This design comes from an exercise in tuning for small area on the open sky130 flow, not from production work. RTL that was checked went through simulation tests only; none was proved equivalent to the original. Only the layout flow was run in run 5; the RTL was not checked for function there. No run shown here takes its clock network from TritonCTS; it comes from the design's own scripts or RTL. The flow treats the clock pin as an ideal source. Dropping or thinning the clock tree relies on that and would not hold on a real chip. Power and IR drop assume default switching activity.

==> design/flow/design.v <==
module nback_top (
  input  logic       clk_50_mhz_i,
  input  logic       key_0_i,
  input  logic       key_1_i,
  output logic [7:0] leds_o
);
logic [2:0] key_1_d;
always_ff @( posedge clk_50_mhz_i )
  key_1_d <= { key_1_d[1:0], key_1_i };
logic rst;
assign rst = !key_1_d[2];
logic [3:0] pin_d;
always_ff @( posedge clk_50_mhz_i )
  pin_d <= { pin_d[2:0], key_0_i };
logic [9:0] db_s;
logic [9:0] db_cnt;
logic       db_low0;
logic       db_max;
logic       released;
logic       released_d;
logic       answer;
assign db_cnt  = db_s ^ 10'h2aa;
assign db_low0 = ( db_cnt[8:0] == '0 );
assign db_max  = db_cnt[9] && db_low0;
always_ff @( posedge clk_50_mhz_i )
  if( rst || ( pin_d[3] ^ pin_d[2] ) )
    db_s <= 10'h2aa;
  else
    db_s <= { db_cnt[8:0], db_cnt[9] ^ db_cnt[6] ^ db_low0 } ^ 10'h2aa;
always_ff @( posedge clk_50_mhz_i )
  if( rst )
    released <= 1'b1;
  else
    if( db_max )
      released <= pin_d[3];
always_ff @( posedge clk_50_mhz_i )
  released_d <= released;
assign answer = !released && released_d;
logic [9:0] led_s;
logic [9:0] led_cnt;
logic       led_end;
logic [2:0] led_pos;
assign led_cnt = led_s ^ 10'h2aa;
assign led_end = ( led_cnt == 10'd838 );
always_ff @( posedge clk_50_mhz_i )
  if( rst || led_end )
    led_s <= 10'd1 ^ 10'h2aa;
  else
    led_s <= { led_cnt[8:0], led_cnt[9] ^ led_cnt[6] } ^ 10'h2aa;
always_ff @( posedge clk_50_mhz_i )
  if( led_end )
    led_pos <= led_pos + 3'd1;
  else
    if( rst )
      led_pos <= '0;
localparam logic [2:0] IDLE_S = 3'd0,
                       PRE_S  = 3'd1,
                       SHOW_S = 3'd2,
                       WIN_S  = 3'd3,
                       LOSE_S = 3'd4;
logic [2:0]  state;
logic [14:0] cnt_s;
logic [14:0] cnt;
logic        done;
logic [1:0]  shown;
logic        flag;
logic [8:0]  w;
logic        match;
logic        next_pre;
logic        step;
assign cnt      = cnt_s ^ 15'h2aaa;
assign done     = ( cnt == 15'd1 );
assign match    = flag || ( ( shown == 2'd3 ) && ( w == 9'd215 ) );
assign next_pre = ( state == SHOW_S ) && done && !match;
always_ff @( posedge clk_50_mhz_i )
  if( rst )
    state <= IDLE_S;
  else
    case( state )
      IDLE_S: if( answer ) state <= PRE_S;
      PRE_S:  if( done )   state <= SHOW_S;
      SHOW_S:
        if( done )
          state <= match ? LOSE_S : PRE_S;
        else
          if( answer )
            state <= match ? WIN_S : LOSE_S;
      default: if( done ) state <= IDLE_S;
    endcase
always_ff @( posedge clk_50_mhz_i )
  if( ( state == IDLE_S ) || next_pre )
    cnt_s <= 15'd30673 ^ 15'h2aaa;
  else
    if( done || ( ( state == SHOW_S ) && answer ) )
      cnt_s <= 15'd17603 ^ 15'h2aaa;
    else
      cnt_s <= { cnt[13:0], cnt[14] ^ cnt[13] } ^ 15'h2aaa;
always_ff @( posedge clk_50_mhz_i )
  if( state == IDLE_S )
    shown <= '0;
  else
    if( next_pre && ( shown != 2'd3 ) )
      shown <= shown + 2'd1;
always_ff @( posedge clk_50_mhz_i )
  if( state == IDLE_S )
    flag <= 1'b0;
  else
    if( next_pre )
      flag <= shown[1] && !( w[2] ^ w[3] ^ w[7] ) && !( w[3] ^ w[4] ^ w[8] );
assign step = ( ( state == PRE_S ) && ( flag ? ( cnt[8] && cnt[14] ) : ( cnt[0] && cnt[7] && !cnt[13] ) ) ) ||
              ( ( ( state == WIN_S ) || ( state == LOSE_S ) ) && flag && ( cnt[0] && cnt[10] && cnt[11] ) );
always_ff @( posedge clk_50_mhz_i )
  if( rst )
    w <= 9'd1;
  else
    if( step )
      w <= { w[7:0], w[8] ^ w[4] };
logic [7:0] leds;
always_comb
  case( state )
    IDLE_S,
    LOSE_S:  leds = { 8{ !led_pos[0] } };
    WIN_S:   leds = 8'd1 << led_pos;
    SHOW_S:  leds = w[8:1];
    default: leds = '0;
  endcase
assign leds_o = rst ? '0 : leds;
endmodule
==> design/flow/flow/run.sh <==
#!/bin/bash
# Layout flow: the standard synthesis, then the combinational logic is
# mapped again for area (registers untouched), then the standard layout
# steps with adjusted clock tree and port buffer settings.
set -euo pipefail
LIB=$FLOW_HOME/platforms/sky130hd/lib/sky130_fd_sc_hd__tt_025C_1v80.lib
R=orfs/results/sky130hd/nback_top/base
L=orfs/logs/sky130hd/nback_top/base

bash standard.sh synth > flow_1_synth.log 2>&1
cp $R/1_2_yosys.v $R/1_2_yosys_standard.v

DU=$(grep -o -- '-dont_use [A-Za-z0-9_]*' $L/1_2_yosys.log | sort -u | tr '\n' ' ')
# One mapping pass: the combinational cells are turned back into logic and
# mapped again by ABC with an area script; the registers stay as they are.
remap() {
  cat > remap_$3.ys <<EOS
read_liberty -ignore_miss_func $LIB
read_verilog $1
hierarchy -top $FLOW_TOP
blackbox sky130_fd_sc_hd__*df*
flatten
hierarchy -top $FLOW_TOP
opt -purge
read_liberty -lib -nooverwrite -ignore_miss_func $LIB
abc -liberty $LIB $DU -script $4
opt_clean -purge
splitnets
opt_clean -purge
rename -hide w:*.*
hilomap -singleton -hicell sky130_fd_sc_hd__conb_1 HI -locell sky130_fd_sc_hd__conb_1 LO
check -assert -mapped
tee -o $2.stat stat -liberty $LIB
write_verilog -noattr -nohex -nodec $2
EOS
  yosys -s remap_$3.ys > flow_2_remap_$3.log 2>&1
  grep 'Chip area' $2.stat | awk '{print $NF}'
}
# Several passes; in each, every script maps the best netlist so far (4 at a
# time); keep the smallest.
best=$R/1_2_yosys_standard.v
best_area=1e9
for k in 1 2 3; do
  for sc in flow/abc_*.abc; do
    n=$(basename $sc .abc)
    ( remap $best remap_${k}_$n.v ${k}_$n $sc > remap_${k}_$n.area ) &
    while [ $(jobs -r | wc -l) -ge 4 ]; do sleep 0.2; done
  done
  wait
  prev=$best
  for sc in flow/abc_*.abc; do
    n=$(basename $sc .abc)
    a=$(cat remap_${k}_$n.area)
    echo "pass $k script $n area $a" >> flow_2_remap.log
    if awk -v a="$a" -v b="$best_area" 'BEGIN { exit !(a != "" && a + 0 < b + 0) }'; then
      best=remap_${k}_$n.v
      best_area=$a
    fi
  done
  if [ "$best" = "$prev" ]; then break; fi
done
echo "kept $best area $best_area" >> flow_2_remap.log
cp $best $R/1_2_yosys.v
rm -f $R/1_synth.odb $R/1_synth.sdc

export CLOCK_GROUPS=${CLOCK_GROUPS:-2}
export CLOCK_BUF=${CLOCK_BUF:-sky130_fd_sc_hd__clkbuf_16}
bash standard.sh finish \
  "PRE_CTS_TCL=$PWD/flow/pre_cts.tcl" \
  "BUFFER_PORTS_ARGS=-buffer_cell sky130_fd_sc_hd__buf_1" \
  > flow_3_finish.log 2>&1
==> design/flow/flow/abc_a7.abc <==
strash
balance
 rewrite
 refactor
 balance
 rewrite
 rewrite -z
 balance
 refactor -z
 rewrite -z
 balance
dch -f
amap
strash
balance
 rewrite
 refactor
 balance
 rewrite
 rewrite -z
 balance
 refactor -z
 rewrite -z
 balance
dch -f
amap
topo
==> design/flow/flow/abc_b2.abc <==
strash
dc2
balance
 rewrite
 refactor
 balance
 rewrite
 rewrite -z
 balance
 refactor -z
 rewrite -z
 balance
dc2
balance
 rewrite
 refactor
 balance
 rewrite
 rewrite -z
 balance
 refactor -z
 rewrite -z
 balance
dch -f
amap
topo
==> design/flow/flow/abc_c7.abc <==
strash
balance
 rewrite
 refactor
 balance
 rewrite
 rewrite -z
 balance
 refactor -z
 rewrite -z
 balance
dch -f
if -a -K 4
mfs2
strash
dch -f
amap
topo
==> design/flow/flow/abc_d2.abc <==
strash
balance
 rewrite
 refactor
 balance
 rewrite
 rewrite -z
 balance
 refactor -z
 rewrite -z
 balance
dch -f
if -a -K 5
mfs2
strash
dch -f
amap
topo
==> design/flow/flow/abc_d3.abc <==
strash
balance
 rewrite
 refactor
 balance
 rewrite
 rewrite -z
 balance
 refactor -z
 rewrite -z
 balance
dch -f
if -a -K 3
mfs2
strash
dch -f
amap
topo
==> design/flow/flow/abc_d7.abc <==
strash
balance
 rewrite
 refactor
 balance
 rewrite
 rewrite -z
 balance
 refactor -z
 rewrite -z
 balance
balance
 rewrite
 refactor
 balance
 rewrite
 rewrite -z
 balance
 refactor -z
 rewrite -z
 balance
dch -f
if -a -K 4
mfs2
strash
balance
 rewrite
 refactor
 balance
 rewrite
 rewrite -z
 balance
 refactor -z
 rewrite -z
 balance
dch -f
amap
topo
==> design/flow/flow/abc_d8.abc <==
strash
balance
 rewrite
 refactor
 balance
 rewrite
 rewrite -z
 balance
 refactor -z
 rewrite -z
 balance
dch -f
if -a -K 4
mfs2
lutpack
strash
dch -f
amap
topo
==> design/flow/flow/pre_cts.tcl <==
# Clock tree: the registers are split into CLOCK_GROUPS groups of equal size
# by their angle around the registers' centre; one clock buffer at the centre
# of each group drives that group's clock pins, and the clock port drives
# only those buffers.
set block [ord::get_db_block]
set dbu [$block getDbUnitsPerMicron]
set regs {}
set sx 0.0
set sy 0.0
foreach inst [$block getInsts] {
  if { [string match "*df*" [[$inst getMaster] getName]] } {
    set bb [$inst getBBox]
    set x [expr { ([$bb xMin] + [$bb xMax]) / 2.0 / $dbu }]
    set y [expr { ([$bb yMin] + [$bb yMax]) / 2.0 / $dbu }]
    lappend regs [list [$inst getName] $x $y]
    set sx [expr { $sx + $x }]
    set sy [expr { $sy + $y }]
  }
}
set n [llength $regs]
set cx [expr { $sx / $n }]
set cy [expr { $sy / $n }]
set k $::env(CLOCK_GROUPS)
set tagged {}
foreach r $regs {
  lappend tagged [concat $r [expr { atan2([lindex $r 2] - $cy, [lindex $r 1] - $cx) }]]
}
set tagged [lsort -real -index 3 $tagged]
for { set i 0 } { $i < $k } { incr i } {
  set lo [expr { $i * $n / $k }]
  set hi [expr { ($i + 1) * $n / $k - 1 }]
  set g [lrange $tagged $lo $hi]
  set pins {}
  set gx 0.0
  set gy 0.0
  foreach r $g {
    lappend pins [get_pins "[lindex $r 0]/CLK"]
    set gx [expr { $gx + [lindex $r 1] }]
    set gy [expr { $gy + [lindex $r 2] }]
  }
  set m [llength $g]
  set loc [list [expr { $gx / $m }] [expr { $gy / $m }]]
  puts "Clock buffer $i at $loc for $m registers"
  insert_buffer -buffer_cell $::env(CLOCK_BUF) -net clk_50_mhz_i \
    -load_pins $pins -location $loc -buffer_name clkbuf_leaf_$i -net_name clk_leaf_$i
}
set_propagated_clock [all_clocks]
proc clock_tree_synthesis { args } {
  puts "clock_tree_synthesis skipped: the clock buffers are already in place"
}
==> design/flow/standard.sh <==
#!/bin/bash
# synth_recipe.tcl (not shown) runs the flow's synth.tcl, then flattens the netlist and writes it again
# the make line also repeats each setting of config.mk as NAME=value (left out here)
make -C /OpenROAD-flow-scripts/flow DESIGN_CONFIG=/design/flow/config.mk WORK_HOME=/design/flow/orfs CLKGATE_MAP_FILE= SYNTH_SCRIPT=/design/flow/synth_recipe.tcl "${@:-finish}"
==> design/flow/config.mk <==
export PLATFORM = sky130hd
export DESIGN_NAME = nback_top
export DESIGN_NICKNAME = nback_top
export VERILOG_FILES = /design/flow/design.v
export SDC_FILE = /design/flow/constraint.sdc
export NUM_CORES = 4
export LEC_CHECK = 0
export CAP_MARGIN = 20
export CORE_MARGIN = 2
export CORE_UTILIZATION = 40
export SLEW_MARGIN = 20
==> design/flow/constraint.sdc <==
create_clock -name core_clock -period 5.0 [get_ports {clk_50_mhz_i}]
set_input_delay 1.0000 -clock core_clock [delete_from_list [all_inputs] [get_ports {clk_50_mhz_i}]]
set_output_delay 1.0000 -clock core_clock [all_outputs]
set_load 0.01 [all_outputs]
==> results.txt, run 1 <==
status no timing/DRC/antenna violations; total of buffers placed on input and output ports 10; clock period minus final worst setup slack 3.31 ns; Worst path top cell family by delay simple AND/OR/NAND/NOR gates; transition time at the pin with the least slew margin 0.754 ns; Final Skew 0.00585 ns; setup_tns 0 ns; DR DRC count 0; worst relative slew slack 49.4%; Max-Cap Viols 0; mean area per synthesized cell 9.11 µm²; fraction of final layout cells sized beyond drive strength 1 0.813%; number of max-slew violations in the final report 0; buffer and inverter count on the worst path 2; unrepaired setup endpoints after global routing false; CP Class flop to primary output; HPWL after detailed placement 2840 µm; Finished Core Util 44.9%; net count of the finished layout 251; startpoint type of the worst setup path flop; effective utilization at floorplan 41.5%; worst endpoint data arrival time 2.31 ns; Placeable Area 5140 µm²; standard-cell rows 26; maximum frequency from static timing analysis 0.302 GHz; die height 77.0 µm; Synth warnings 1; clock latency on the worst-skew pair 0.17 ns; Syn Std Cell Area 2130 µm²; number of cells produced by synthesis 234; vias in the first global route 1398; Final Hold Fails 0; post-CTS resize count 0; global-route wire length before repair 6730 µm; Leak Pwr 0.778 nW; Max FO, Critical Path 17; floorplan die width 77.0 µm; peak ir drop on the vdd network 0.000208 V; post-synth net total 237; commonest non-fill, non-tap cells in the layout dfxtp_1 (59), nor2_1 (29), clkinv_1 (28); endpoint class of the critical path primary output; Routed Antenna Nets 0; Hold/Removal Path Class flop to flop; Die Footprint 5930 µm²; final critical-path share of the clock period 66.3%; layout overhead on the synthesized area 8.22%; most frequent standard cell in the layout excluding fill and tap cells dfxtp_1; wire per inst 11.9 µm; critical path data required time 4.00 ns; overall fraction of global-route tracks in use 13.1%; final weighted congestion of routability-driven global placement 0.781; Routed WL 3760 µm; number of top-level pins 11; setup slack of the worst register-to-register path 2.63 ns; detailed router's first-iteration violation count 78; first-pass iteration count of the detailed router 4; count of hold-fix buffers inserted at cts 0; maximum number of pins on one net before global-route repair 32; diode count 0; Design Power 0.719 mW; power density cells 312 nW/µm²; cell with the biggest individual delay on the critical path nor3_1; routed via count divided by cell count 4.99; Remaining Overflow, GRT 0; total setup violations reported at the end of the flow 0; Post-CTS Repair Setup Buffers 0; cells traversed along the worst timing path clkinv_1 > nor3_1 > a21oi_1 > o21ai_0 > buf_1; post-CTS clock slew at the launch and capture registers of the worst setup and hold paths 0.10 ns; antenna violations before repair 0; Worst path max stage delay 0.75 ns; number of vias after detailed routing 1578
## sequential cells by signal (all words and copies together), names as in the netlist
name and cells:
w 9, key_1_d 3, shown 2, flag 1
released 1, led_s 10, cnt_s 15, released_d 1
db_s 10, pin_d 4, state 3, led_pos 3
## path summary, 6_finish.rpt
check	endpoint	depth (start not counted)	start
worst max register to register	state[0]$_SDFFE_PN0P_	8	state[0]$_SDFFE_PN0P_
worst min register to register	key_1_d[1]$_DFF_P_	0	key_1_d[0]$_DFF_P_
worst max-delay path	leds_o[4]	5	key_1_d[2]$_DFF_P_
worst min-delay path	key_1_d[1]$_DFF_P_	0	key_1_d[0]$_DFF_P_
## area by class of cell, clock buffers not listed
type                       count  area (µm²)
fill                         548        2830
multi-input combinational    144         754
timing repair buffer          10        37.5
tap                           70        87.6
sequential                    62        1270
inverter                      28         105
## routing by layer
layer	up-vias	GRT usage, %	routed length (µm)
li1	835	-	-
met1	722	20.6	1990
met2	18	20.8	1630
met3	3	0.588	92
met4	0	1.25	40
met5	-	0	0
## metrics by stage
stage	hold WS, ns	instances	setup slack (ns)	area, µm²
after floorplan	0.310	234	2.31	2130
after global placement	0.312	314	1.97	2260
after detailed placement	0.312	314	1.92	2260
after CTS	0.339	316	1.69	2310
after global routing	0.349	316	1.39	2310
final	0.337	316	1.69	2310
## power breakdown
group          total [mW]  internal (mW)  switching, mW
sequential          0.509          0.504        0.00445
combinational      0.0212        0.00715         0.0141
clock               0.189         0.0743          0.115
==> run 2: changes to the inputs <==
--- a/design/flow/flow/run.sh
+++ b/design/flow/flow/run.sh
@@ -40,7 +40,7 @@
 # time); keep the smallest.
 best=$R/1_2_yosys_standard.v
 best_area=1e9
-for k in 1 2 3; do
+for k in 1 2 3 4 5 6 7 8; do
   for sc in flow/abc_*.abc; do
     n=$(basename $sc .abc)
     ( remap $best remap_${k}_$n.v ${k}_$n $sc > remap_${k}_$n.area ) &
==> run 2 against run 1 <==
Compared with the run above: still clean; clock power grew 3%; sequential share of layout area grew 0.12 points; final cell count grew 1.9%; clock skew grew 0.0083 ns; power grew 0.88%; via count shrank 1.6%; global-route usage shrank 0.32 points; setup slack lost 0.024 ns; largest cell class unchanged; highest routed layer unchanged.
==> results.txt, run 2 <==
status no timing/DRC/antenna violations; unrepaired setup endpoints after global routing false; post-CTS clock slew at the launch and capture registers of the worst setup and hold paths 0.10 ns (about the same); setup slack of the worst register-to-register path 2.67 ns (+0.04 ns); Final Hold Fails 0 (unchanged); detailed router's first-iteration violation count 51 (-35%); number of cells produced by synthesis 240 (+2.6%); max reg flops 15 (unchanged); diode count 0 (unchanged); net count of the finished layout 257 (+2.4%); total of buffers placed on input and output ports 10 (unchanged); Routed Antenna Nets 0 (unchanged); final weighted congestion of routability-driven global placement 0.813 (+4.1%); floorplan die width 76.9 µm (-0.11%); maximum frequency from static timing analysis 0.300 GHz (-0.71%); antenna violations before repair 0 (unchanged); endpoint class of the critical path primary output; Die Footprint 5910 µm² (-0.22%); post-synth net total 243 (+2.5%); Finished Core Util 45.1% (+0.19 points); count of hold-fix buffers inserted at cts 0 (unchanged); number of vias after detailed routing 1553 (-1.6%); number of max-slew violations in the final report 0 (unchanged); wire per inst 11.4 µm (-4.5%); Max FO, Critical Path 17 (unchanged); area post-placement 2250 µm² (-0.22%); number of top-level pins 11 (unchanged); standard-cell rows 26 (unchanged); commonest non-fill, non-tap cells in the layout dfxtp_1 (59), nor2_1 (41), clkinv_1 (31); Leak Pwr 0.779 nW (+0.17%); setup_tns 0 ns (unchanged); power density cells 315 nW/µm² (+1.1%); largest registers cnt_s (15), db_s (10), led_s (10); Synth warnings 1 (unchanged); HPWL after detailed placement 2760 µm (-2.9%); start of the worst register-to-register path key_1_d[2]$_DFF_P_; peak ir drop on the vdd network 0.000188 V (-9.9%); first-pass iteration count of the detailed router 4 (unchanged); maximum number of pins on one net before global-route repair 32 (unchanged); final critical-path share of the clock period 66.7% (+0.47 points); Placeable Area 5110 µm² (-0.63%); Hold/Removal Path Class flop to flop; Critical Path Sink leds_o[5]; top register by number of flip-flops cnt_s; critical path data required time 4.00 ns (about the same); DR DRC count 0 (unchanged); overall fraction of global-route tracks in use 12.8% (-0.32 points); effective utilization at floorplan 41.6% (+0.17 points); global-route wire length before repair 6560 µm (-2.6%); worst relative slew slack 46.7% (-2.8 points); clock latency on the worst-skew pair 0.17 ns (about the same); transition time at the pin with the least slew margin 0.794 ns (+0.0403 ns); vias in the first global route 1494 (+6.9%); clock period minus final worst setup slack 3.34 ns (+0.0236 ns); mean area per synthesized cell 8.86 µm² (-2.7%); total setup violations reported at the end of the flow 0 (unchanged); Design Power 0.726 mW (+0.88%); final instance area 2300 µm² (-0.22%); Max-Cap Viols 0 (unchanged); Syn Std Cell Area 2130 µm² (-0.23%); Post-CTS Repair Setup Buffers 0 (unchanged); count of cells along the worst register-to-register path 4 (-4); CP Class flop to primary output; Routed WL 3660 µm (-2.7%); most frequent standard cell in the layout excluding fill and tap cells dfxtp_1; startpoint type of the worst setup path flop; post-CTS resize count 0 (unchanged); fraction of final layout cells sized beyond drive strength 1 0.794% (-0.019 points); die height 76.9 µm (-0.11%); source of the critical timing path key_1_d[2]$_DFF_P_; worst endpoint data arrival time 2.34 ns (+0.03 ns); routed via count divided by cell count 4.82 (-3.4%); layout overhead on the synthesized area 8.24% (about the same); capturing point of the worst reg2reg path db_s[0]$_SDFF_PP0_; Final Skew 0.0142 ns (+0.00835 ns); Remaining Overflow, GRT 0 (unchanged)
run 2: final cells by class, clock buffers not listed:
class / count / area [µm²]
inverters: 31 / 116
multi-input cells: 147 / 738
repair buffers: 10 / 37.5
well taps: 70 / 87.6
fillers: 523 / 2810
flip-flops and latches: 62 / 1270
run 2: worst min-delay path by stage:
stage	start	to	slack, ns	depth (start not counted)
finish	pin_d[0]$_DFF_P_	pin_d[1]$_DFF_P_	0.34	0
global route	pin_d[1]$_DFF_P_	pin_d[2]$_DFF_P_	0.34	0
CTS	pin_d[1]$_DFF_P_	pin_d[2]$_DFF_P_	0.34	0
detailed placement	pin_d[1]$_DFF_P_	pin_d[2]$_DFF_P_	0.31	0
global placement	key_1_d[0]$_DFF_P_	key_1_d[1]$_DFF_P_	0.31	0
floorplan	key_1_d[0]$_DFF_P_	key_1_d[1]$_DFF_P_	0.31	0
run 2: through the flow:
| step | setup slack [ns] | instances | hold slack (ns) |
|---|---|---|---|
| 2_1_floorplan | 2.38 | 240 | 0.310 |
| 3_3_place_gp | 1.95 | 320 | 0.310 |
| 3_5_place_dp | 1.87 | 320 | 0.313 |
| 4_1_cts | 1.67 | 322 | 0.339 |
| 5_1_grt | 1.31 | 322 | 0.342 |
| 6_report | 1.66 | 322 | 0.337 |
run 2: power by group:
part,internal (mW),switching [mW]
registers,0.504,0.00505
logic,0.00768,0.0140
clock network,0.0745,0.120
total,0.586,0.139
run 2: metal layers:
metal	GRT usage [%]	share of wire, %
met4	1.45	1.3
met2	21.8	43
met3	0.706	2.6
met1	18.5	53
met5	0	0
run 2: critical path, cell delays in order (launching register included):
cell	delay, ns
dfxtp_1	0.67
clkinv_1	0.46
nor3_1	0.69
a31oi_1	0.09
o21ai_0	0.10
buf_1	0.17
==> run 3: changes to the inputs <==
--- a/design/flow/design.v
+++ b/design/flow/design.v
@@ -53,12 +53,11 @@
   else
     if( rst )
       led_pos <= '0;
-localparam logic [2:0] IDLE_S = 3'd0,
-                       PRE_S  = 3'd1,
-                       SHOW_S = 3'd2,
-                       WIN_S  = 3'd3,
-                       LOSE_S = 3'd4;
-logic [2:0]  state;
+localparam logic [1:0] IDLE_P = 2'd0,
+                       PRE_P  = 2'd1,
+                       SHOW_P = 2'd2,
+                       END_P  = 2'd3;
+logic [1:0]  phase;
 logic [14:0] cnt_s;
 logic [14:0] cnt;
 logic        done;
@@ -71,44 +70,55 @@
 assign cnt      = cnt_s ^ 15'h2aaa;
 assign done     = ( cnt == 15'd1 );
 assign match    = flag || ( ( shown == 2'd3 ) && ( w == 9'd215 ) );
-assign next_pre = ( state == SHOW_S ) && done && !match;
+assign next_pre = ( phase == SHOW_P ) && done && !match;
 always_ff @( posedge clk_50_mhz_i )
   if( rst )
-    state <= IDLE_S;
+    phase <= IDLE_P;
   else
-    case( state )
-      IDLE_S: if( answer ) state <= PRE_S;
-      PRE_S:  if( done )   state <= SHOW_S;
-      SHOW_S:
+    case( phase )
+      IDLE_P: if( answer ) phase <= PRE_P;
+      PRE_P:  if( done )   phase <= SHOW_P;
+      SHOW_P:
         if( done )
-          state <= match ? LOSE_S : PRE_S;
+          phase <= match ? END_P : PRE_P;
         else
           if( answer )
-            state <= match ? WIN_S : LOSE_S;
-      default: if( done ) state <= IDLE_S;
+            phase <= END_P;
+      default: if( done ) phase <= IDLE_P;
     endcase
 always_ff @( posedge clk_50_mhz_i )
-  if( ( state == IDLE_S ) || next_pre )
+  if( ( phase == IDLE_P ) || next_pre )
     cnt_s <= 15'd30673 ^ 15'h2aaa;
   else
-    if( done || ( ( state == SHOW_S ) && answer ) )
+    if( done || ( ( phase == SHOW_P ) && answer ) )
       cnt_s <= 15'd17603 ^ 15'h2aaa;
     else
       cnt_s <= { cnt[13:0], cnt[14] ^ cnt[13] } ^ 15'h2aaa;
 always_ff @( posedge clk_50_mhz_i )
-  if( state == IDLE_S )
-    shown <= '0;
-  else
-    if( next_pre && ( shown != 2'd3 ) )
-      shown <= shown + 2'd1;
+  case( phase )
+    IDLE_P: shown <= '0;
+    SHOW_P:
+      if( done )
+        begin
+          if( match )
+            shown[0] <= 1'b0;
+          else
+            if( shown != 2'd3 )
+              shown <= shown + 2'd1;
+        end
+      else
+        if( answer )
+          shown[0] <= match;
+    default: ;
+  endcase
 always_ff @( posedge clk_50_mhz_i )
-  if( state == IDLE_S )
+  if( phase == IDLE_P )
     flag <= 1'b0;
   else
     if( next_pre )
       flag <= shown[1] && !( w[2] ^ w[3] ^ w[7] ) && !( w[3] ^ w[4] ^ w[8] );
-assign step = ( ( state == PRE_S ) && ( flag ? ( cnt[8] && cnt[14] ) : ( cnt[0] && cnt[7] && !cnt[13] ) ) ) ||
-              ( ( ( state == WIN_S ) || ( state == LOSE_S ) ) && flag && ( cnt[0] && cnt[10] && cnt[11] ) );
+assign step = ( ( phase == PRE_P ) && ( flag ? ( cnt[8] && cnt[14] ) : ( cnt[0] && cnt[7] && !cnt[13] ) ) ) ||
+              ( ( phase == END_P ) && flag && ( cnt[0] && cnt[10] && cnt[11] ) );
 always_ff @( posedge clk_50_mhz_i )
   if( rst )
     w <= 9'd1;
@@ -117,12 +127,11 @@
       w <= { w[7:0], w[8] ^ w[4] };
 logic [7:0] leds;
 always_comb
-  case( state )
-    IDLE_S,
-    LOSE_S:  leds = { 8{ !led_pos[0] } };
-    WIN_S:   leds = 8'd1 << led_pos;
-    SHOW_S:  leds = w[8:1];
-    default: leds = '0;
+  case( phase )
+    SHOW_P:  leds = w[8:1];
+    PRE_P:   leds = '0;
+    END_P:   leds = shown[0] ? 8'd1 << led_pos : { 8{ !led_pos[0] } };
+    default: leds = { 8{ !led_pos[0] } };
   endcase
 assign leds_o = rst ? '0 : leds;
 endmodule
--- a/design/flow/flow/run.sh
+++ b/design/flow/flow/run.sh
@@ -40,7 +40,7 @@
 # time); keep the smallest.
 best=$R/1_2_yosys_standard.v
 best_area=1e9
-for k in 1 2 3 4 5 6 7 8; do
+for k in 1 2 3 4 5 6 7 8 9 10 11 12; do
   for sc in flow/abc_*.abc; do
     n=$(basename $sc .abc)
     ( remap $best remap_${k}_$n.v ${k}_$n $sc > remap_${k}_$n.area ) &
@@ -63,8 +63,8 @@
 cp $best $R/1_2_yosys.v
 rm -f $R/1_synth.odb $R/1_synth.sdc
 
-export CLOCK_GROUPS=${CLOCK_GROUPS:-2}
-export CLOCK_BUF=${CLOCK_BUF:-sky130_fd_sc_hd__clkbuf_16}
+export CLOCK_GROUPS=${CLOCK_GROUPS:-3}
+export CLOCK_BUF=${CLOCK_BUF:-sky130_fd_sc_hd__clkbuf_8}
 bash standard.sh finish \
   "PRE_CTS_TCL=$PWD/flow/pre_cts.tcl" \
   "BUFFER_PORTS_ARGS=-buffer_cell sky130_fd_sc_hd__buf_1" \
==> design/flow/flow/abc_e3.abc (new file) <==
strash
dch -f
if -a -K 4
mfs2
lutpack
strash
dch -f
amap
topo
==> design/flow/flow/abc_e8.abc (new file) <==
strash
&get -n
&st
&if -a -K 4
&mfs
&put
lutpack
strash
dch -f
amap
topo
==> run 3 against run 2 <==
Compared with the run above: critical path depth unchanged; setup slack better by 0.57 ns; utilization decreased by 0.49 points; sequential power fell by 1%; first-iteration DRC count rose by 14%; register-to-register slack improved by 0.06 ns; power is 4.5% lower; synthesized area is 0.77% lower; sequential share of layout area rose by 0.61 points; critical path type unchanged; largest cell class unchanged; highest routed layer unchanged.
==> results.txt, run 3 <==
standard-cell rows 26 (unchanged); Final Skew 0.00551 ns (-0.00869 ns); clock latency on the worst-skew pair 0.17 ns (about the same); net count of the finished layout 252 (-1.9%); met1 WL 1940 µm (-0.41%); routed via count divided by cell count 5.01 (+3.9%); Max-Cap Viols 0 (unchanged); final weighted congestion of routability-driven global placement 0.800 (-1.6%); Routed Antenna Nets 0 (unchanged); post-synth net total 237 (-2.5%); DR DRC count 0 (unchanged); number of cells produced by synthesis 234 (-2.5%); WL met2 1620 µm (+3.3%); count of hold-fix buffers inserted at cts 0 (unchanged); post-CTS resize count 0 (unchanged); Design Power 0.693 mW (-4.5%); Leak Pwr 0.765 nW (-1.8%); transition time at the pin with the least slew margin 0.889 ns (+0.0955 ns); Final Hold Fails 0 (unchanged); worst relative slew slack 40.2% (-6.4 points); cells traversed along the worst timing path clkinv_1 > o31ai_1 > o21ai_0 > nor3_1 > buf_1; CP Class flop to primary output; Max FO, Critical Path 8 (-9); critical path data required time 4.00 ns (about the same); commonest non-fill, non-tap cells in the layout dfxtp_1 (56), nor2_1 (38), nand2_1 (29); WL met3 108 µm (+13%); number of fill cells in the layout 540 (+3.3%); start of the worst register-to-register path w[7]$_SDFFE_PN0P_; global-route wire length before repair 6430 µm (-1.9%); clock period minus final worst setup slack 2.77 ns (-0.568 ns); cell with the biggest individual delay on the critical path dfxtp_1; endpoint class of the critical path primary output; top routing layer used met4; unrepaired setup endpoints after global routing false; max reg flops 15 (unchanged); worst endpoint data arrival time 1.77 ns (-0.57 ns); Hold/Removal Path Class flop to flop; total of buffers placed on input and output ports 10 (unchanged); detailed router's first-iteration violation count 58 (+14%); Routed WL 3710 µm (+1.3%); effective utilization at floorplan 41.3% (-0.32 points); number of max-slew violations in the final report 0 (unchanged); mean area per synthesized cell 9.02 µm² (+1.8%); maximum number of pins on one net before global-route repair 22 (-31%); layout overhead on the synthesized area 7.89%; number of vias after detailed routing 1589 (+2.3%); source of the critical timing path key_1_d[2]$_DFF_P_; status no timing/DRC/antenna violations; top register by number of flip-flops cnt_s; power density cells 304 nW/µm² (-3.4%); first-pass iteration count of the detailed router 4 (unchanged); Synth warnings 1 (unchanged); HPWL after detailed placement 2830 µm (+2.5%); wire per inst 11.7 µm (+2.9%); buffer and inverter count on the worst path 2 (unchanged); Placeable Area 5110 µm² (unchanged); final critical-path share of the clock period 55.4% (-11 points); Syn Std Cell Area 2110 µm² (-0.77%); Die Footprint 5870 µm² (-0.73%); Post-CTS Repair Setup Buffers 0 (unchanged); largest registers cnt_s (15), db_s (10), led_s (10); Remaining Overflow, GRT 0 (unchanged); setup_tns 0 ns (unchanged); overall fraction of global-route tracks in use 12.6% (-0.18 points); fraction of final layout cells sized beyond drive strength 1 1.21% (+0.42 points); floorplan die width 76.6 µm (-0.36%); startpoint type of the worst setup path flop; source of the worst hold timing path pin_d[0]$_DFF_P_; Worst path max stage delay 0.46 ns (-0.23 ns); maximum frequency from static timing analysis 0.361 GHz (+21%); antenna violations before repair 0 (unchanged); die height 76.6 µm (-0.36%); post-CTS clock slew at the launch and capture registers of the worst setup and hold paths 0.11 ns (about the same); diode count 0 (unchanged); most frequent standard cell in the layout excluding fill and tap cells dfxtp_1; total setup violations reported at the end of the flow 0 (unchanged); number of top-level pins 11 (unchanged); Worst path top cell family by delay flip-flops; vias in the first global route 1471 (-1.5%); peak ir drop on the vdd network 0.000140 V (-25%)
-- run 3: worst paths after layout --
path | end | slack, ns | cells past startpoint
max reg2reg | cnt_s[1]$_SDFF_PP1_ | 2.73 | 7
min | pin_d[1]$_DFF_P_ | 0.34 | 0
max | leds_o[4] | 2.23 | 5
min reg2reg | pin_d[1]$_DFF_P_ | 0.34 | 0
-- run 3: layout make-up, clock buffers not listed --
type,count,area (µm²),share of cell area [%]
multi-input cells,145,733,32.2
repair buffers,10,37.5,1.65
well taps,70,87.6,3.85
flip-flops and latches,61,1270,55.9
inverters,28,105,4.62
-- run 3: metal layers --
| layer | global-route usage [%] | vias up |
|---|---|---|
| met5 | 0 | - |
| met1 | 19.0 | 727 |
| li1 | - | 833 |
| met2 | 20.7 | 24 |
| met3 | 0.948 | 5 |
| met4 | 1.09 | 0 |
-- run 3: power breakdown --
part	internal (mW)	switching, mW	total (mW)
clock	0.0562	0.114	0.170
combinational	0.00693	0.0131	0.0200
sequential	0.498	0.00436	0.503
-- run 3: metrics by stage --
| step | cell area [µm²] | hold WS (ns) | util, % | setup slack, ns | std cells |
|---|---|---|---|---|---|
| floorplan | 2110 | 0.310 | - | 2.58 | 234 |
| global placement | 2230 | 0.312 | 43.8 | 2.46 | 314 |
| detailed placement | 2230 | 0.315 | 43.8 | 2.42 | 314 |
| CTS | 2280 | 0.343 | 44.6 | 2.20 | 317 |
| global route | 2280 | 0.353 | 44.6 | 1.95 | 317 |
| finish | 2280 | 0.340 | 44.6 | 2.23 | 317 |
==> run 4: changes to the inputs <==
--- a/design/flow/flow/run.sh
+++ b/design/flow/flow/run.sh
@@ -40,7 +40,7 @@
 # time); keep the smallest.
 best=$R/1_2_yosys_standard.v
 best_area=1e9
-for k in 1 2 3 4 5 6 7 8 9 10 11 12; do
+for k in 1 2 3 4 5 6 7 8; do
   for sc in flow/abc_*.abc; do
     n=$(basename $sc .abc)
     ( remap $best remap_${k}_$n.v ${k}_$n $sc > remap_${k}_$n.area ) &
@@ -63,8 +63,8 @@
 cp $best $R/1_2_yosys.v
 rm -f $R/1_synth.odb $R/1_synth.sdc
 
-export CLOCK_GROUPS=${CLOCK_GROUPS:-3}
-export CLOCK_BUF=${CLOCK_BUF:-sky130_fd_sc_hd__clkbuf_8}
+export CLOCK_GROUPS=${CLOCK_GROUPS:-2}
+export CLOCK_BUF=${CLOCK_BUF:-sky130_fd_sc_hd__clkbuf_16}
 bash standard.sh finish \
   "PRE_CTS_TCL=$PWD/flow/pre_cts.tcl" \
   "BUFFER_PORTS_ARGS=-buffer_cell sky130_fd_sc_hd__buf_1" \
removed: design/flow/flow/abc_e3.abc
removed: design/flow/flow/abc_e8.abc
==> run 4 against run 3 <==
Compared with the run above: clock skew increased by 0.0052 ns; sequential power barely moved; fmax rose by 1.7%; still clean on timing, DRC and antenna; critical endpoint is now leds_o[0]; utilization is 0.33 points higher; via count shrank 3.1%.
==> results.txt, run 4 <==
status no timing/DRC/antenna violations; Finished Core Util 44.9% (+0.33 points); mean area per synthesized cell 9.31 µm² (+3.2%); clock latency on the worst-skew pair 0.17 ns (about the same); Die Footprint 5850 µm² (-0.27%); maximum frequency from static timing analysis 0.367 GHz (+1.7%); DR DRC count 0 (unchanged); transition time at the pin with the least slew margin 1.07 ns (+0.181 ns); setup_tns 0 ns (unchanged); largest registers cnt_s (15), db_s (10), led_s (10); unrepaired setup endpoints after global routing false; critical path data required time 4.00 ns (about the same); total setup violations reported at the end of the flow 0 (unchanged); peak ir drop on the vdd network 0.000164 V (+17%); worst endpoint data arrival time 1.72 ns (-0.05 ns); Max-Cap Viols 0 (unchanged); Final Skew 0.0107 ns (+0.00518 ns); total of buffers placed on input and output ports 10 (unchanged); final worst slack 2.28 ns (+0.0474 ns); pre-CTS setup slack 2.53 ns (+0.108 ns); post-CTS clock slew at the launch and capture registers of the worst setup and hold paths 0.11 ns (about the same); power density cells 313 nW/µm² (+2.8%); number of max-slew violations in the final report 0 (unchanged); top register by number of flip-flops cnt_s; CP Class flop to primary output; most frequent standard cell in the layout excluding fill and tap cells dfxtp_1; diode count 0 (unchanged); max reg flops 15 (unchanged); standard-cell rows 26 (unchanged); commonest non-fill, non-tap cells in the layout dfxtp_1 (56), nor2_1 (32), clkinv_1 (32); post-CTS resize count 0 (unchanged); Post-CTS Repair Setup Buffers 0 (unchanged); floorplan die width 76.5 µm (-0.14%); final critical-path share of the clock period 54.4% (-0.95 points); fraction of final layout cells sized beyond drive strength 1 0.840% (-0.37 points); Remaining Overflow, GRT 0 (unchanged); count of hold-fix buffers inserted at cts 0 (unchanged); startpoint type of the worst setup path flop; layout overhead on the synthesized area 8.33%; worst relative slew slack 27.9% (-12 points); Max FO, Critical Path 8 (unchanged); Routed WL 3570 µm (-3.7%); final standard cell count with taps included and fillers excluded 308 (-2.8%); Leak Pwr 0.755 nW (-1.3%); first-pass iteration count of the detailed router 4 (unchanged); total instance count after detailed placement 306 (-2.5%); final weighted congestion of routability-driven global placement 0.823 (+2.8%); net count of the finished layout 243 (-3.6%); Final Hold Fails 0 (unchanged); smallest hold slack 0.329 ns (-0.0104 ns); Syn Std Cell Area 2100 µm² (-0.30%); detailed router's first-iteration violation count 63 (+8.6%); maximum number of pins on one net before global-route repair 32 (+45%); Placeable Area 5070 µm² (-0.64%); Synth warnings 1 (unchanged); Routed Antenna Nets 0 (unchanged); antenna violations before repair 0 (unchanged); number of cells produced by synthesis 226 (-3.4%); number of top-level pins 11 (unchanged); effective utilization at floorplan 41.4% (+0.14 points); post-synth net total 229 (-3.4%); Hold/Removal Path Class flop to flop; global-route wire length before repair 6300 µm (-2.0%); vias in the first global route 1391 (-5.4%); number of vias after detailed routing 1540 (-3.1%); HPWL after detailed placement 2680 µm (-5.5%); routed via count divided by cell count 5.00 (-0.25%); clock period minus final worst setup slack 2.72 ns (-0.0474 ns); die height 76.5 µm (-0.14%); overall fraction of global-route tracks in use 12.2% (-0.42 points); wire per inst 11.6 µm (-0.91%); endpoint class of the critical path primary output
run 4: changes by cell type in the layout (fill, tap and decap cells not counted), moves of 4 or more:
cell      before  now
nand2_1       29   16
nor3_1        16    8
nor2_1        38   32
a211oi_1       4    9
clkinv_1      28   32
nand3_1        3    7
o21ai_0       18   14
run 4: path summary, 6_finish.rpt:
check             slack [ns]                   to                  start  depth (start not counted)
setup reg to reg        2.81  cnt_s[2]$_SDFF_PP0_  phase[0]$_SDFFE_PN0P_                          5
setup / recovery        2.28            leds_o[0]     shown[0]$_DFFE_PP_                          4
hold reg to reg         0.33     pin_d[2]$_DFF_P_       pin_d[1]$_DFF_P_                          0
hold / removal          0.33     pin_d[2]$_DFF_P_       pin_d[1]$_DFF_P_                          0
run 4: power breakdown:
group          leakage (nW)  switching (mW)  internal (mW)
Clock                0.0246           0.116         0.0744
Combinational         0.219          0.0126        0.00689
Sequential            0.512         0.00443          0.498
Total                 0.755           0.133          0.580
run 4: layer usage:
| layer | part of all wire (%) | global-route usage (%) | routed length (µm) |
|---|---|---|---|
| met4 | 0.81 | 0.727 | 29 |
| met2 | 44 | 20.4 | 1560 |
| met3 | 2.9 | 0.711 | 102 |
| met1 | 53 | 18.3 | 1870 |
| met5 | 0 | 0 | 0 |
run 4: worst max-delay path, stage by stage, from the launching register on:
cell	delay [ns]
edfxtp_1	0.51
o21ai_0	0.38
o21ai_0	0.24
a211oi_1	0.23
buf_1	0.18
run 4: area by class of cell, clock buffers not listed:
type	count	area, µm²
inverters	32	120
repair buffers	10	37.5
well taps	70	87.6
fillers	503	2800
flip-flops and latches	61	1270
multi-input cells	133	712
run 4: per-stage QoR:
step	power, mW	instance area (µm²)
final	0.713	2280
after global routing	0.739	2280
after CTS	0.720	2280
after detailed placement	0.534	2230
after global placement	0.534	2230
after floorplan	0.527	2100
==> run 5: changes to the inputs <==
--- a/design/flow/design.v
+++ b/design/flow/design.v
@@ -41,10 +41,10 @@
 logic       led_end;
 logic [2:0] led_pos;
 assign led_cnt = led_s ^ 10'h2aa;
-assign led_end = ( led_cnt == 10'd838 );
+assign led_end = ( ( led_cnt & 10'd187 ) == 10'd32 );
 always_ff @( posedge clk_50_mhz_i )
   if( rst || led_end )
-    led_s <= 10'd1 ^ 10'h2aa;
+    led_s <= 10'd51 ^ 10'h2aa;
   else
     led_s <= { led_cnt[8:0], led_cnt[9] ^ led_cnt[6] } ^ 10'h2aa;
 always_ff @( posedge clk_50_mhz_i )
--- a/design/flow/flow/run.sh
+++ b/design/flow/flow/run.sh
@@ -36,35 +36,54 @@
   yosys -s remap_$3.ys > flow_2_remap_$3.log 2>&1
   grep 'Chip area' $2.stat | awk '{print $NF}'
 }
-# Several passes; in each, every script maps the best netlist so far (4 at a
-# time); keep the smallest.
-best=$R/1_2_yosys_standard.v
-best_area=1e9
-for k in 1 2 3 4 5 6 7 8; do
+# Run every script on a netlist (4 at a time); print "area file" lines.
+pass_all() {
+  local src=$1 tag=$2 sc n
   for sc in flow/abc_*.abc; do
     n=$(basename $sc .abc)
-    ( remap $best remap_${k}_$n.v ${k}_$n $sc > remap_${k}_$n.area ) &
+    ( remap $src remap_${tag}_$n.v ${tag}_$n $sc > remap_${tag}_$n.area ) &
     while [ $(jobs -r | wc -l) -ge 4 ]; do sleep 0.2; done
   done
   wait
-  prev=$best
   for sc in flow/abc_*.abc; do
     n=$(basename $sc .abc)
-    a=$(cat remap_${k}_$n.area)
-    echo "pass $k script $n area $a" >> flow_2_remap.log
-    if awk -v a="$a" -v b="$best_area" 'BEGIN { exit !(a != "" && a + 0 < b + 0) }'; then
-      best=remap_${k}_$n.v
-      best_area=$a
+    echo "$(cat remap_${tag}_$n.area) remap_${tag}_$n.v"
+  done | awk '$1 != ""' | sort -g
+}
+# The three best first mappings each start a chain: each pass maps the
+# chain's best netlist with every script, until a pass brings no gain.
+pass_all $R/1_2_yosys_standard.v 0 > heads.txt
+cat heads.txt >> flow_2_remap.log
+best=$(head -1 heads.txt | awk '{print $2}')
+best_area=$(head -1 heads.txt | awk '{print $1}')
+for c in 1 2 3; do
+  cur=$(sed -n "${c}p" heads.txt | awk '{print $2}')
+  cur_area=$(sed -n "${c}p" heads.txt | awk '{print $1}')
+  [ -n "$cur" ] || continue
+  for k in 1 2 3 4 5 6 7 8 9 10; do
+    pass_all $cur c${c}p$k > pass_c${c}p$k.txt
+    top=$(head -1 pass_c${c}p$k.txt)
+    a=$(echo $top | awk '{print $1}')
+    f=$(echo $top | awk '{print $2}')
+    echo "chain $c pass $k best $a $f" >> flow_2_remap.log
+    if awk -v a="$a" -v b="$cur_area" 'BEGIN { exit !(a != "" && a + 0 < b + 0) }'; then
+      cur=$f
+      cur_area=$a
+    else
+      break
     fi
   done
-  if [ "$best" = "$prev" ]; then break; fi
+  if awk -v a="$cur_area" -v b="$best_area" 'BEGIN { exit !(a + 0 < b + 0) }'; then
+    best=$cur
+    best_area=$cur_area
+  fi
 done
 echo "kept $best area $best_area" >> flow_2_remap.log
 cp $best $R/1_2_yosys.v
 rm -f $R/1_synth.odb $R/1_synth.sdc
 
-export CLOCK_GROUPS=${CLOCK_GROUPS:-2}
-export CLOCK_BUF=${CLOCK_BUF:-sky130_fd_sc_hd__clkbuf_16}
+export CLOCK_GROUPS=${CLOCK_GROUPS:-3}
+export CLOCK_BUF=${CLOCK_BUF:-sky130_fd_sc_hd__clkbuf_8}
 bash standard.sh finish \
   "PRE_CTS_TCL=$PWD/flow/pre_cts.tcl" \
   "BUFFER_PORTS_ARGS=-buffer_cell sky130_fd_sc_hd__buf_1" \
==> design/flow/flow/abc_e3.abc (new file) <==
strash
dch -f
if -a -K 4
mfs2
lutpack
strash
dch -f
amap
topo
==> design/flow/flow/abc_e8.abc (new file) <==
strash
&get -n
&st
&if -a -K 4
&mfs
&put
lutpack
strash
dch -f
amap
topo
==> run 5 against run 4 <==
Compared with the run above: power down 0.48%; critical path depth up 1; critical path type unchanged; setup slack worse by 0.021 ns; clock skew up 0.0035 ns; die area up 0.56%; hold slack better by 0.010 ns; via count up 4.2%.
==> results.txt, run 5 <==
Leak Pwr 0.799 nW (+5.7%); worst endpoint data arrival time 1.74 ns (+0.02 ns); maximum number of pins on one net before global-route repair 22 (-31%); number of max-slew violations in the final report 0 (unchanged); routed via count divided by cell count 5.08 (+1.6%); floorplan die width 76.7 µm (+0.28%); sw power 0.142 mW (+6.6%); worst relative slew slack 37.7% (+9.8 points); setup_tns 0 ns (unchanged); Placeable Area 5110 µm² (+0.64%); post-synth net total 236 (+3.1%); switching part of the total 20.0% (+1.3 points); clock period minus final worst setup slack 2.74 ns (+0.0213 ns); Routed WL 3760 µm (+5.4%); Post-CTS Repair Setup Buffers 0 (unchanged); status no timing/DRC/antenna violations; standard-cell rows 26 (unchanged); commonest non-fill, non-tap cells in the layout dfxtp_1 (56), nor2_1 (41), clkinv_1 (31); global-route wire length before repair 6380 µm (+1.3%); peak ir drop on the vdd network 0.000171 V (+4.2%); Syn Std Cell Area 2120 µm² (+0.59%); DR DRC count 0 (unchanged); cell with the biggest individual delay on the critical path dfxtp_1; transition time at the pin with the least slew margin 0.925 ns (-0.145 ns); maximum frequency from static timing analysis 0.365 GHz (-0.78%); final standard cell count with taps included and fillers excluded 316 (+2.6%); total of buffers placed on input and output ports 10 (unchanged); Final Skew 0.0142 ns (+0.00348 ns); layout overhead on the synthesized area 7.87%; fraction of final layout cells sized beyond drive strength 1 1.22% (+0.38 points); pre-CTS setup slack 2.48 ns (-0.0454 ns); total instance count after detailed placement 313 (+2.3%); wire per inst 11.9 µm (+2.8%); die height 76.7 µm (+0.28%); mean area per synthesized cell 9.08 µm² (-2.4%); Remaining Overflow, GRT 0 (unchanged); final weighted congestion of routability-driven global placement 0.828 (+0.62%); Design Power 0.709 mW (-0.48%); net count of the finished layout 251 (+3.3%); buffer and inverter count on the worst path 2 (+1); Die Footprint 5890 µm² (+0.56%); endpoint class of the critical path primary output; vias in the first global route 1438 (+3.4%); final critical-path share of the clock period 54.9% (+0.43 points); cells traversed along the worst timing path clkinv_1 > nand2_1 > o22ai_1 > a31o_1 > buf_1; number of cells produced by synthesis 233 (+3.1%); power density cells 311 nW/µm² (-0.64%); smallest hold slack 0.339 ns (+0.00999 ns); unrepaired setup endpoints after global routing false; most frequent standard cell in the layout excluding fill and tap cells dfxtp_1; diode count 0 (unchanged); startpoint type of the worst setup path flop; number of top-level pins 11 (unchanged); HPWL after detailed placement 2810 µm (+5.1%); Hold/Removal Path Class flop to flop; antenna violations before repair 0 (unchanged); Max-Cap Viols 0 (unchanged); largest registers cnt_s (15), db_s (10), led_s (10); total setup violations reported at the end of the flow 0 (unchanged); Synth warnings 1 (unchanged); count of hold-fix buffers inserted at cts 0 (unchanged); critical path data required time 4.00 ns (about the same); effective utilization at floorplan 41.4% (about the same); CP Class flop to primary output; Routed Antenna Nets 0 (unchanged); max reg flops 15 (unchanged); top register by number of flip-flops cnt_s; overall fraction of global-route tracks in use 12.5% (+0.27 points); clock latency on the worst-skew pair 0.17 ns (about the same); final worst slack 2.26 ns (-0.0213 ns); number of vias after detailed routing 1605 (+4.2%); clock group share of total power 24.9% (-1.8 points); post-CTS resize count 0 (unchanged); first-pass iteration count of the detailed router 4 (unchanged); part of the power in combinational logic 3.6% (+0.9 points); detailed router's first-iteration violation count 83 (+32%); Internal Dissipation 0.567 mW (-2.1%); Final Hold Fails 0 (unchanged); Flop pwr share 71.5% (+1.0 points); post-CTS clock slew at the launch and capture registers of the worst setup and hold paths 0.12 ns (about the same); Max FO, Critical Path 11 (+3); Worst path max stage delay 0.47 ns (-0.04 ns); Worst path top cell family by delay flip-flops
==> run 5: cell count changes in the layout (fill, tap and decap cells not counted), sizes merged, moves of 4 or more <==
cell and change:
a211oi -6, nand2 +10, nand3 -7, nor2 +9, nor3 +4, o21ai -4, o22ai +4, or2 -4
==> run 5: per-stage QoR <==
stage	utilization, %	cell area, µm²
2_1_floorplan	-	2120
3_3_place_gp	43.9	2240
3_5_place_dp	43.9	2240
4_1_cts	44.7	2280
5_1_grt	44.7	2280
6_report	44.7	2280
==> run 5: path summary, 6_finish.rpt <==
kind	to	slack (ns)	startpoint	depth (start not counted)
worst max-delay path	leds_o[7]	2.26	phase[0]$_SDFFE_PN0P_	5
worst min-delay path	pin_d[2]$_DFF_P_	0.34	pin_d[1]$_DFF_P_	0
worst min register to register	pin_d[2]$_DFF_P_	0.34	pin_d[1]$_DFF_P_	0
worst max register to register	shown[1]$_DFFE_PP_	2.61	cnt_s[13]$_SDFF_PP0_	5
==> run 5: power groups by stage <==
stage / Combinational (mW) / Sequential, mW / Clock, mW
detailed placement: 0.0259 / 0.518 / 0
floorplan: 0.0189 / 0.517 / 0
global route: 0.0293 / 0.509 / 0.199
CTS: 0.0259 / 0.508 / 0.179
global placement: 0.0257 / 0.519 / 0
finish: 0.0255 / 0.507 / 0.176
==> run 5: layout make-up, clock buffers not listed <==
class	instances	area (µm²)
fill	514	2830
sequential	61	1270
multi-input combinational	141	728
inverter	31	116
timing repair buffer	10	37.5
tap	70	87.6
==> run 5: metal layers <==
layer  routed length (µm)  part of all wire (%)  global-route usage [%]
met5                    0                     0                       0
met4                   40                   1.1                    1.27
met3                  112                   3.0                    1.18
met2                 1730                    46                    21.9
met1                 1880                    50                    17.3
==> run 6: changes to the inputs <==
--- a/design/flow/design.v
+++ b/design/flow/design.v
@@ -41,10 +41,10 @@
 logic       led_end;
 logic [2:0] led_pos;
 assign led_cnt = led_s ^ 10'h2aa;
-assign led_end = ( ( led_cnt & 10'd187 ) == 10'd32 );
+assign led_end = ( led_cnt == 10'd838 );
 always_ff @( posedge clk_50_mhz_i )
   if( rst || led_end )
-    led_s <= 10'd51 ^ 10'h2aa;
+    led_s <= 10'd1 ^ 10'h2aa;
   else
     led_s <= { led_cnt[8:0], led_cnt[9] ^ led_cnt[6] } ^ 10'h2aa;
 always_ff @( posedge clk_50_mhz_i )
==> design/flow/flow/abc_f3.abc (new file) <==
strash
balance
 rewrite
 refactor
 balance
 rewrite
 rewrite -z
 balance
 refactor -z
 rewrite -z
 balance
dch -f
if -a -K 4
mfs2
strash
&get -n
&deepsyn -T 20
&put
dch -f
amap
topo
==> design/flow/flow/abc_g0.abc (new file) <==
strash
&get -n
&deepsyn -T 20 -S 0
&put
dch -f
amap
topo
==> design/flow/flow/abc_g1.abc (new file) <==
strash
&get -n
&deepsyn -T 20 -S 1
&put
dch -f
amap
topo
==> design/flow/flow/abc_g2.abc (new file) <==
strash
&get -n
&deepsyn -T 20 -S 2
&put
dch -f
amap
topo
==> design/flow/flow/abc_g3.abc (new file) <==
strash
&get -n
&deepsyn -T 20 -S 3
&put
dch -f
amap
topo
==> run 6 against run 5 <==
Compared with the run above: fmax down 2.9%; global-route usage up 0.50 points; final cell count down 3.8%; synthesized area down 1.6%; combinational power down 23%; power down 2.2%; sequential share of layout area up 0.84 points; synthesized cell count down 5.2%; sequential cell count unchanged; hold slack worse by 0.0024 ns; largest cell class unchanged.
==> results.txt, run 6 <==
Max-Cap Viols 0 (unchanged); cells traversed along the worst timing path nand4_1 > or3_1 > o221ai_1 > buf_1; final instance area 2250 µm² (-1.5%); worst relative slew slack 49.8% (+12 points); area post-placement 2210 µm² (-1.5%); global-route wire length before repair 6600 µm (+3.4%); post-synth net total 224 (-5.1%); number of vias after detailed routing 1544 (-3.8%); clock latency on the worst-skew pair 0.17 ns (about the same); CP Class flop to primary output; number of max-slew violations in the final report 0 (unchanged); effective utilization at floorplan 41.0% (-0.40 points); antenna violations before repair 0 (unchanged); Hold/Removal Path Class flop to flop; status no timing/DRC/antenna violations; total instance count after detailed placement 301 (-3.8%); post-CTS resize count 0 (unchanged); overall fraction of global-route tracks in use 13.0% (+0.50 points); count of hold-fix buffers inserted at cts 0 (unchanged); final critical-path share of the clock period 56.5% (+1.7 points); Routed Antenna Nets 0 (unchanged); standard-cell rows 26 (unchanged); Placeable Area 5070 µm² (-0.64%); largest registers cnt_s (15), db_s (10), led_s (10); capturing point of the worst reg2reg path phase[1]$_SDFFE_PN0P_; final weighted congestion of routability-driven global placement 0.867 (+4.8%); HPWL after detailed placement 2720 µm (-3.2%); Final Hold Fails 0 (unchanged); diode count 0 (unchanged); setup slack of the worst register-to-register path 2.52 ns (-0.09 ns); maximum number of pins on one net before global-route repair 22 (unchanged); Post-CTS Repair Setup Buffers 0 (unchanged); vias in the first global route 1461 (+1.6%); most frequent standard cell in the layout excluding fill and tap cells dfxtp_1; die height 76.1 µm (-0.76%); routed via count divided by cell count 5.08 (about the same); DR DRC count 0 (unchanged); detailed router's first-iteration violation count 110 (+33%); Remaining Overflow, GRT 0 (unchanged); peak ir drop on the vdd network 0.000223 V (+30%); Max FO, Critical Path 12 (+1); cell with the biggest individual delay on the critical path dfxtp_1; Finished Core Util 44.3% (-0.38 points); layout overhead on the synthesized area 7.99%; number of cells on the worst hold path 0 (unchanged); Critical Path Sink leds_o[6]; Synth warnings 1 (unchanged); count of cells along the worst register-to-register path 7 (+2); source of the critical timing path key_1_d[2]$_DFF_P_; unrepaired setup endpoints after global routing false; post-CTS clock slew at the launch and capture registers of the worst setup and hold paths 0.11 ns (about the same); critical path data required time 4.00 ns (about the same); total of buffers placed on input and output ports 10 (unchanged); top register by number of flip-flops cnt_s; transition time at the pin with the least slew margin 0.749 ns (-0.176 ns); start of the worst register-to-register path cnt_s[0]$_SDFF_PP1_; Syn Std Cell Area 2080 µm² (-1.6%); number of top-level pins 11 (unchanged); total setup violations reported at the end of the flow 0 (unchanged); max reg flops 15 (unchanged); maximum frequency from static timing analysis 0.354 GHz (-2.9%); power density cells 309 nW/µm² (-0.76%); startpoint type of the worst setup path flop; Routed WL 3700 µm (-1.6%); Final Skew 0.0158 ns (+0.00161 ns); worst endpoint data arrival time 1.83 ns (+0.09 ns); number of cells produced by synthesis 221 (-5.2%); setup_tns 0 ns (unchanged); net count of the finished layout 239 (-4.8%); wire per inst 12.2 µm (+2.3%); floorplan die width 76.1 µm (-0.76%); clock period minus final worst setup slack 2.83 ns (+0.0827 ns); Leak Pwr 0.741 nW (-7.3%); Die Footprint 5800 µm² (-1.5%); final standard cell count with taps included and fillers excluded 304 (-3.8%); first-pass iteration count of the detailed router 4 (unchanged); mean area per synthesized cell 9.42 µm² (+3.7%); fraction of final layout cells sized beyond drive strength 1 1.28% (+0.063 points); commonest non-fill, non-tap cells in the layout dfxtp_1 (56), clkinv_1 (28), nor2_1 (27); endpoint class of the critical path primary output; Worst path max stage delay 0.61 ns (+0.14 ns)
## run 6: cell types whose count changed in the layout (fill, tap and decap cells not counted), moves of 4 or more
cell / before / now
nor2_1: 41 / 27
or3_1: 3 / 7
nor3_1: 12 / 7
o221ai_1: 1 / 8
nand3_1: 0 / 8
a22oi_1: 0 / 4
o22ai_1: 13 / 8
## run 6: area by class of cell, clock buffers not listed
type | count | area [µm²]
Multi-Input combinational cell | 132 | 706
Timing Repair Buffer | 10 | 37.5
Fill cell | 524 | 2830
Tap cell | 70 | 87.6
Sequential cell | 61 | 1270
Inverter | 28 | 105
## run 6: power by group
group	internal [mW]	switching [mW]	total [mW]
clock	0.0562	0.114	0.170
sequential	0.498	0.00505	0.504
combinational	0.00727	0.0124	0.0197
total	0.562	0.132	0.694
## run 6: routing by layer
layer / GRT usage [%] / up-vias / share of wire, %
met2: 21.5 / 25 / 44
li1: - / 814 / -
met1: 19.5 / 701 / 52
met3: 0.829 / 4 / 3.0
met5: 0 / - / 0
met4: 1.27 / 0 / 1.1
## run 6: per-stage QoR
stage          total power, mW  hold slack [ns]  setup WS [ns]
3_3_place_gp             0.534            0.311           2.39
3_5_place_dp             0.535            0.318           2.38
2_1_floorplan            0.528            0.310           2.72
5_1_grt                  0.723            0.348           2.02
4_1_cts                  0.699            0.342           2.17
6_report                 0.694            0.337           2.17
## run 6: critical path, delay by kind of cell, from the launching register on
kind            cells  cell delay [ns]
simple gates        2             0.67
flops               1             0.61
compound gates      1             0.19
buf+inv             1             0.18
## run 6: worst min-delay path by stage
stage	start	endpoint	slack, ns
3_5_place_dp	key_1_d[1]$_DFF_P_	key_1_d[2]$_DFF_P_	0.32
4_1_cts	key_1_d[1]$_DFF_P_	key_1_d[2]$_DFF_P_	0.34
3_3_place_gp	pin_d[1]$_DFF_P_	pin_d[2]$_DFF_P_	0.31
5_1_grt	pin_d[1]$_DFF_P_	pin_d[2]$_DFF_P_	0.35
2_1_floorplan	key_1_d[0]$_DFF_P_	key_1_d[1]$_DFF_P_	0.31
6_report	key_1_d[1]$_DFF_P_	key_1_d[2]$_DFF_P_	0.34
==> run 7: changes to the inputs <==
--- a/design/flow/flow/run.sh
+++ b/design/flow/flow/run.sh
@@ -82,8 +82,8 @@
 cp $best $R/1_2_yosys.v
 rm -f $R/1_synth.odb $R/1_synth.sdc
 
-export CLOCK_GROUPS=${CLOCK_GROUPS:-3}
-export CLOCK_BUF=${CLOCK_BUF:-sky130_fd_sc_hd__clkbuf_8}
+export CLOCK_GROUPS=${CLOCK_GROUPS:-2}
+export CLOCK_BUF=${CLOCK_BUF:-sky130_fd_sc_hd__clkbuf_16}
 bash standard.sh finish \
   "PRE_CTS_TCL=$PWD/flow/pre_cts.tcl" \
   "BUFFER_PORTS_ARGS=-buffer_cell sky130_fd_sc_hd__buf_1" \
==> run 7 against run 6 <==
Compared with the run above: final cell count shrank 0.33%; setup slack gained 0.0049 ns; critical endpoint unchanged; critical path depth is the same; routed wire length shrank 0.65%; sequential share of layout area shrank 0.22 points; largest power group unchanged; hold slack lost 0.0088 ns; largest cell class unchanged; global-route usage shrank 0.10 points; still clean; clock skew shrank 0.0064 ns.
==> results.txt, run 7 <==
status no timing/DRC/antenna violations; number of max-slew violations in the final report 0 (unchanged); final weighted congestion of routability-driven global placement 0.867 (unchanged); final critical-path share of the clock period 56.4% (-0.098 points); number of cells on the worst hold path 0 (unchanged); maximum frequency from static timing analysis 0.355 GHz (+0.17%); Leak Pwr 0.744 nW (+0.42%); startpoint type of the worst setup path flop; post-CTS resize count 0 (unchanged); worst endpoint data arrival time 1.82 ns (about the same); final instance area 2260 µm² (+0.39%); Worst path top cell family by delay simple AND/OR/NAND/NOR gates; WHS Endpoint key_1_d[2]$_DFF_P_; diode count 0 (unchanged); overall fraction of global-route tracks in use 12.9% (-0.10 points); number of vias after detailed routing 1529 (-0.97%); mean area per synthesized cell 9.42 µm² (unchanged); setup_tns 0 ns (unchanged); number of top-level pins 11 (unchanged); endpoint class of the critical path primary output; routed via count divided by cell count 5.05 (-0.64%); power density cells 317 nW/µm² (+2.7%); total of buffers placed on input and output ports 10 (unchanged); Remaining Overflow, GRT 0 (unchanged); setup slack of the worst register-to-register path 2.54 ns (+0.02 ns); Max FO, Critical Path 12 (unchanged); Design Power 0.715 mW (+3.1%); die height 76.1 µm (unchanged); detailed router's first-iteration violation count 130 (+18%); floorplan die width 76.1 µm (unchanged); largest registers cnt_s (15), db_s (10), led_s (10); post-synth net total 224 (unchanged); Syn Std Cell Area 2080 µm² (unchanged); Final Hold Fails 0 (unchanged); worst relative slew slack 48.7% (-1.1 points); max reg flops 15 (unchanged); count of hold-fix buffers inserted at cts 0 (unchanged); net count of the finished layout 238 (-0.42%); critical path data required time 4.00 ns (about the same); top register by number of flip-flops cnt_s; Placeable Area 5070 µm² (unchanged); antenna violations before repair 0 (unchanged); peak ir drop on the vdd network 0.000170 V (-24%); start of the worst register-to-register path cnt_s[0]$_SDFF_PP1_; number of cells produced by synthesis 221 (unchanged); commonest non-fill, non-tap cells in the layout dfxtp_1 (56), clkinv_1 (28), nor2_1 (27); Finished Core Util 44.5% (+0.17 points); DR DRC count 0 (unchanged); Routed WL 3680 µm (-0.65%); count of cells along the worst register-to-register path 7 (unchanged); most frequent standard cell in the layout excluding fill and tap cells dfxtp_1; clock latency on the worst-skew pair 0.17 ns (about the same); transition time at the pin with the least slew margin 0.765 ns (+0.0161 ns); Max-Cap Viols 0 (unchanged); wire per inst 12.1 µm (-0.32%); layout overhead on the synthesized area 8.41%; unrepaired setup endpoints after global routing false; Post-CTS Repair Setup Buffers 0 (unchanged); CP Class flop to primary output; total setup violations reported at the end of the flow 0 (unchanged); Die Footprint 5800 µm² (unchanged); Final Skew 0.00936 ns (-0.00642 ns); Routed Antenna Nets 0 (unchanged); cells traversed along the worst timing path nand4_1 > or3_1 > o221ai_1 > buf_1; vias in the first global route 1446 (-1.0%); Synth warnings 1 (unchanged); area post-placement 2210 µm² (unchanged); capturing point of the worst reg2reg path phase[1]$_SDFFE_PN0P_; HPWL after detailed placement 2720 µm (unchanged); global-route wire length before repair 6570 µm (-0.42%); number of fill cells in the layout 521 (-0.57%); smallest hold slack 0.328 ns (-0.00876 ns); Hold/Removal Path Class flop to flop; source of the critical timing path key_1_d[2]$_DFF_P_; maximum number of pins on one net before global-route repair 32 (+45%); post-CTS clock slew at the launch and capture registers of the worst setup and hold paths 0.11 ns (about the same); clock period minus final worst setup slack 2.82 ns (-0.00491 ns); Worst path max stage delay 0.61 ns (about the same); cell with the biggest individual delay on the critical path dfxtp_1; standard-cell rows 26 (unchanged); source of the worst hold timing path key_1_d[1]$_DFF_P_; first-pass iteration count of the detailed router 4 (unchanged); effective utilization at floorplan 41.0% (unchanged); buffer and inverter count on the worst path 1 (unchanged); fraction of final layout cells sized beyond drive strength 1 0.858% (-0.42 points)
## run 7: worst max-delay path by stage
stage	slack, ns	depth (start not counted)	to
global placement	2.39	4	leds_o[2]
CTS	2.16	4	leds_o[6]
detailed placement	2.38	4	leds_o[3]
finish	2.18	4	leds_o[6]
global route	2.02	4	leds_o[2]
floorplan	2.72	3	leds_o[3]
## run 7: worst reg2reg max path, stage by stage (launching register included)
cell	delay [ns]
dfxtp_1	0.39
nand2_1	0.09
or3_1	0.32
nor3_1	0.51
clkinv_1	0.33
o21ai_0	0.44
o21ai_0	0.16
o311a_1	0.13
## run 7: final cells by class, clock buffers not listed
cell class / count / area [µm²] / share of cell area, %
inverters: 28 / 105 / 4.66
well taps: 70 / 87.6 / 3.88
flip-flops and latches: 61 / 1270 / 56.3
repair buffers: 10 / 37.5 / 1.66
multi-input cells: 132 / 706 / 31.3
## run 7: per-stage QoR
stage / cells / setup slack, ns
floorplan: 221 / 2.72
global placement: 301 / 2.39
detailed placement: 301 / 2.38
CTS: 303 / 2.16
global route: 303 / 2.02
finish: 303 / 2.18
## run 7: metal layers
metal | GRT usage (%) | vias to the layer above | part of all wire [%]
met1 | 19.7 | 697 | 53
met2 | 21.3 | 21 | 44
met4 | 1.09 | 0 | 0.98
li1 | - | 809 | -
met5 | 0 | - | 0
met3 | 0.474 | 2 | 2.0
## run 7: where the power goes
group | leakage (nW) | total (mW) | switching, mW | internal, mW
combinational | 0.207 | 0.0198 | 0.0125 | 0.00727
sequential | 0.512 | 0.503 | 0.00498 | 0.498
clock | 0.0246 | 0.192 | 0.117 | 0.0744
total | 0.744 | 0.715 | 0.135 | 0.580

## afterwards: timing with drivers on the ports
The flow's constraints put no driver on any port. The routed layouts listed below were extracted and timed again, unchanged, in two steps. Step 1 assumes that a clkbuf_16 drives the clock port and a buf_2 every other input. Step 2 moves the port delays by t, midway between the first and last clock arrival at a register: inputs arrive t later, outputs are due t later. That takes back most of the time a late clock gives input paths. Slacks: ideal ports / drivers / drivers and shift; pairs: ideal ports / drivers.
run | t (ns) | slack for setup (ns) | worst register clock-pin slew, ns | worst data-port slew with drivers (ns) | pins driven straight from the clock port
run 1 | 0.209 | 1.686 / 1.641 / 1.850 | 0.11 / 0.11 | 0.03 | 2
run 2 | 0.213 | 1.663 / 1.616 / 1.829 | 0.12 / 0.12 | 0.03 | 2
run 3 | 0.212 | 2.231 / 2.183 / 2.396 | 0.11 / 0.11 | 0.03 | 3
run 4 | 0.209 | 2.278 / 2.234 / 2.443 | 0.11 / 0.11 | 0.03 | 2
run 5 | 0.213 | 2.257 / 2.212 / 2.425 | 0.12 / 0.12 | 0.03 | 3
run 6 | 0.214 | 2.174 / 2.127 / 2.341 | 0.12 / 0.12 | 0.03 | 3
run 7 | 0.211 | 2.179 / 2.134 / 2.345 | 0.11 / 0.11 | 0.03 | 2
After both steps every run listed still meets setup and hold.
